This is an optimization exercise on Yosys and OpenROAD, whose aim is small area and a short achievable clock period, not a production implementation.
In this exercise RTL edits were held to simulation tests only and were not proved equivalent to the original.
The clock port is modelled as an ideal driver; clocking choices that lean on that would not hold on a real chip.

Setup of before:
// single_kernel
module single_kernel #(
  parameter SIZE = 8,
  parameter DATA_WIDTH = 16
) (
  input clk,
  input [SIZE*SIZE-1:0] finish,
  input [SIZE*DATA_WIDTH-1:0] in_up,
  input [SIZE*DATA_WIDTH-1:0] in_left,
  output [SIZE*DATA_WIDTH-1:0] pass_down,
  output [SIZE*DATA_WIDTH-1:0] pass_right,
  output [SIZE*SIZE*DATA_WIDTH-1:0] out_matrix,
  output [SIZE*DATA_WIDTH-1:0] out_diagonal
);
clock: 11.0 ns
lec_check: 0
cap_margin: 20
core_margin: 2
core_utilization: 50
setup_slack_margin: 5
slew_margin: 20
synth_hierarchical: 1
synth_minimum_keep_size: 0
standard.sh (not shown) runs the stock make flow with config.mk's settings and CLKGATE_MAP_FILE= SYNTH_SCRIPT=/design/flow/synth_recipe.tcl, a recipe that flattens the netlist after the stock synthesis.
==> flow/flow/run.sh <==
#!/bin/bash
# Own layout flow: the standard synthesis and layout, with
#  - port buffers of a faster cell than the default, the output ones moved
#    next to the registers that drive them (flow/pre_resize.tcl);
#  - hold repair with 0.1 ns of margin, and timing repair aimed at a 4.2 ns period (the clock stays 11 ns), with
#    the later clock modelled as ideal latency until clock tree synthesis
#    (flow/pre_floorplan.tcl).
# Each step's full output goes to a log of its own in this folder.
set -euo pipefail
here=$(pwd)
bash standard.sh synth > log_synth.txt 2>&1
bash standard.sh \
  PRE_FLOORPLAN_TCL="$here/flow/pre_floorplan.tcl" \
  LATE_REGEX=pe.sum \
  LATE_LATENCY=1.8 \
  PRE_CTS_TCL="$here/flow/pre_cts.tcl" \
  ROOT_CHAIN="" \
  OP_CHAIN="sky130_fd_sc_hd__clkbuf_16" \
  SKEW_CHAIN="sky130_fd_sc_hd__clkdlybuf4s50_1,sky130_fd_sc_hd__clkdlybuf4s50_1,sky130_fd_sc_hd__clkdlybuf4s50_1,sky130_fd_sc_hd__clkdlybuf4s25_1,sky130_fd_sc_hd__clkbuf_16" \
  PRE_RESIZE_TCL="$here/flow/pre_resize.tcl" \
  CTS_ARGS="-sink_clustering_enable -repair_clock_nets -no_insertion_delay -clk_nets {clk_op clk_late}" \
  BUFFER_PORTS_ARGS="-buffer_cell sky130_fd_sc_hd__buf_2" \
  SETUP_SLACK_MARGIN=6.8 \
  HOLD_SLACK_MARGIN=0.1 \
  finish > log_layout.txt 2>&1
Other scripts of this flow, unchanged in this note and not shown: flow/flow/pre_cts.tcl, flow/flow/pre_floorplan.tcl, flow/flow/pre_resize.tcl
For after, these inputs were changed with respect to before:
diff --git a/flow/flow/run.sh b/flow/flow/run.sh
--- a/flow/flow/run.sh
+++ b/flow/flow/run.sh
@@ -4,3 +4,3 @@
 #    next to the registers that drive them (flow/pre_resize.tcl);
-#  - hold repair with 0.1 ns of margin, and timing repair aimed at a 4.2 ns period (the clock stays 11 ns), with
+#  - timing repair aimed at a 4.2 ns period (the clock stays 11 ns), with
 #    the later clock modelled as ideal latency until clock tree synthesis
@@ -23,3 +23,2 @@
   SETUP_SLACK_MARGIN=6.8 \
-  HOLD_SLACK_MARGIN=0.1 \
   finish > log_layout.txt 2>&1
### Flow results
after reports its start point of the critical path as in_left[28] while before reports in_left[19].
Changes observed in after relative to before: sequential share of layout area increased 0.28 points; worst slew margin relative to its limit decreased 2.0 points.
Between after and before, it is after whose area growth from synthesis to layout is lower, by 1.8 points.
[compare] base=before new=after: global-route usage decreased by 0.60 points relative to the old numbers, maximum single-stage delay on the critical path decreased by 0.02 ns relative to the old numbers.
Sort after and before by final critical path time including I/O delays and setup asc -> top: after
Post-cts hold buffer count ends up higher on before.
The worst setup slack number comes out lower for before vs after.
Every stage of after finished as expected; the final checks, on the other hand, flagged hold timing, which means the layout fails.

---

Setup of job 4860:
Another version of the RTL of single_kernel (not shown whole).
Size in the first run: about 1700 I/O pins, about 0.49 mm2 of cells after synthesis.
export LEC_CHECK = 0
export CAP_MARGIN = 20
export CORE_MARGIN = 2
export CORE_UTILIZATION = 58
export SETUP_SLACK_MARGIN = 5
export SLEW_MARGIN = 20
export SYNTH_HIERARCHICAL = 1
export SYNTH_MINIMUM_KEEP_SIZE = 0
create_clock -name core_clock -period 11.0 [get_ports {clk}]
==> flow/flow/run.sh <==
#!/bin/bash
# Own layout flow: the standard synthesis and layout, with
#  - each port placed on the die's edge next to the PE it belongs to
#    (flow/pre_io.tcl);
#  - port buffers of a faster cell than the default, the output ones moved
#    next to the registers that drive them (flow/pre_resize.tcl);
#  - hold repair with 0.1 ns of margin, and timing repair aimed at a 4.6 ns
#    period (the clock stays 11 ns), with the later clock branches modelled
#    as ideal latency until clock tree synthesis (flow/pre_floorplan.tcl).
# Each step's full output goes to a log of its own in this folder.
set -euo pipefail
here=$(pwd)
bash standard.sh synth > log_synth.txt 2>&1
bash standard.sh \
  PRE_FLOORPLAN_TCL="$here/flow/pre_floorplan.tcl" \
  PRE_IO_PLACEMENT_TCL="$here/flow/pre_io.tcl" \
  PRE_RESIZE_TCL="$here/flow/pre_resize.tcl" \
  PRE_CTS_TCL="$here/flow/pre_cts.tcl" \
  CTS_ARGS="-sink_clustering_enable -repair_clock_nets -no_insertion_delay -sink_clustering_size 25 -sink_clustering_max_diameter 80 -clk_nets {clk_op clk_late_in clk_late_edge}" \
  BUFFER_PORTS_ARGS="-buffer_cell sky130_fd_sc_hd__buf_2" \
  SETUP_SLACK_MARGIN=6.4 \
  HOLD_SLACK_MARGIN=0.1 \
  finish > log_layout.txt 2>&1
==> flow/flow/clock_groups.tcl <==
# Clock branches: {name pattern ideal-latency-ns {buffer chain}}. A register
# goes to the first group whose pattern matches its name; the others are on
# clk_op, behind op_chain.
set op_chain {sky130_fd_sc_hd__clkbuf_16}
set clock_groups {
  {clk_late_in {inner_pe.pe.sum} 1.45
    {sky130_fd_sc_hd__clkdlybuf4s50_1 sky130_fd_sc_hd__clkdlybuf4s50_1 sky130_fd_sc_hd__clkdlybuf4s25_1 sky130_fd_sc_hd__clkdlybuf4s15_1 sky130_fd_sc_hd__clkbuf_16}}
  {clk_late_edge {edge_pe.pe.(acc_n|o_result)} 0.65
    {sky130_fd_sc_hd__clkdlybuf4s50_1 sky130_fd_sc_hd__clkbuf_4 sky130_fd_sc_hd__clkbuf_4 sky130_fd_sc_hd__clkbuf_16}}
}
Other scripts of this flow, unchanged in this note and not shown: flow/flow/pre_cts.tcl, flow/flow/pre_floorplan.tcl, flow/flow/pre_io.tcl, flow/flow/pre_resize.tcl
For job 3901, these inputs were changed with respect to job 4860:
==> flow/flow/clock_groups.tcl <==
# Clock branches: {name pattern ideal-latency-ns {buffer chain}}. A register
# goes to the first group whose pattern matches its name; the others are on
# clk_op, behind op_chain.
set op_chain {sky130_fd_sc_hd__clkbuf_16}
set clock_groups {
  {clk_late_in {inner_pe.pe.sum} 1.45
    {sky130_fd_sc_hd__clkdlybuf4s50_1 sky130_fd_sc_hd__clkdlybuf4s50_1 sky130_fd_sc_hd__clkdlybuf4s25_1 sky130_fd_sc_hd__clkdlybuf4s15_1 sky130_fd_sc_hd__clkbuf_16}}
  {clk_late_edge {edge_pe.pe.(acc_n|o_result)} 0.55
    {sky130_fd_sc_hd__clkdlybuf4s50_1 sky130_fd_sc_hd__clkbuf_4 sky130_fd_sc_hd__clkbuf_16}}
}
Results
Delta (job 3901 minus job 4860): total wirelength of the detailed-routed design rose by 1.7%; number of setup buffers added after CTS up 9; number of cell rows shows no meaningful change. Cell count for job 3901: 0.44% up relative to job 4860. Fmax, job 3901 vs job 4860: down slightly. When job 3901 is measured against job 4860, its global routing met1 resource utilization turns out 0.21 points higher.

-- separate check: timing with driven ports --
Ports are ideal in the flow. The routed layouts listed here were re-timed in OpenROAD. Step 1, drivers: a clkbuf_16 drives clk and a buf_2 each remaining input, both assumed. Step 2, shift: input delay + t, output delay - t, t = (earliest + latest rising clock arrival at the registers) / 2. This alone moves slack from input paths to output paths. Three values: no drivers, after step 1, after step 2; two values: the first two.
run	shift t [ns]	setup WS [ns]	worst hold slack (ns)	worst setup path after step 2	latest minus earliest clock arrival (ns)	slew at the worst register clock pin (ns)
before	2.155	6.754 / 6.680 / 4.672	0.028 / 0.032 / 0.032	input to register	1.720 / 1.716	0.09 / 0.09
after	2.159	6.769 / 6.709 / 4.620	-0.046 / -0.042 / -0.042	input to register	1.719 / 1.715	0.09 / 0.09
job 4860	2.068	6.410 / 6.291 / 5.719	0.056 / 0.061 / 0.061	input to register	1.544 / 1.538	0.10 / 0.10
job 3901	2.082	6.388 / 6.327 / 5.800	0.060 / 0.065 / 0.065	input to register	1.540 / 1.535	0.10 / 0.10
In every run listed the clock reaches the registers at very different times; t lies between them, and the last value is a rough guide only. The setup slack of after, which loses most, moves by -0.060 ns with the drivers and by -2.149 ns with both steps.
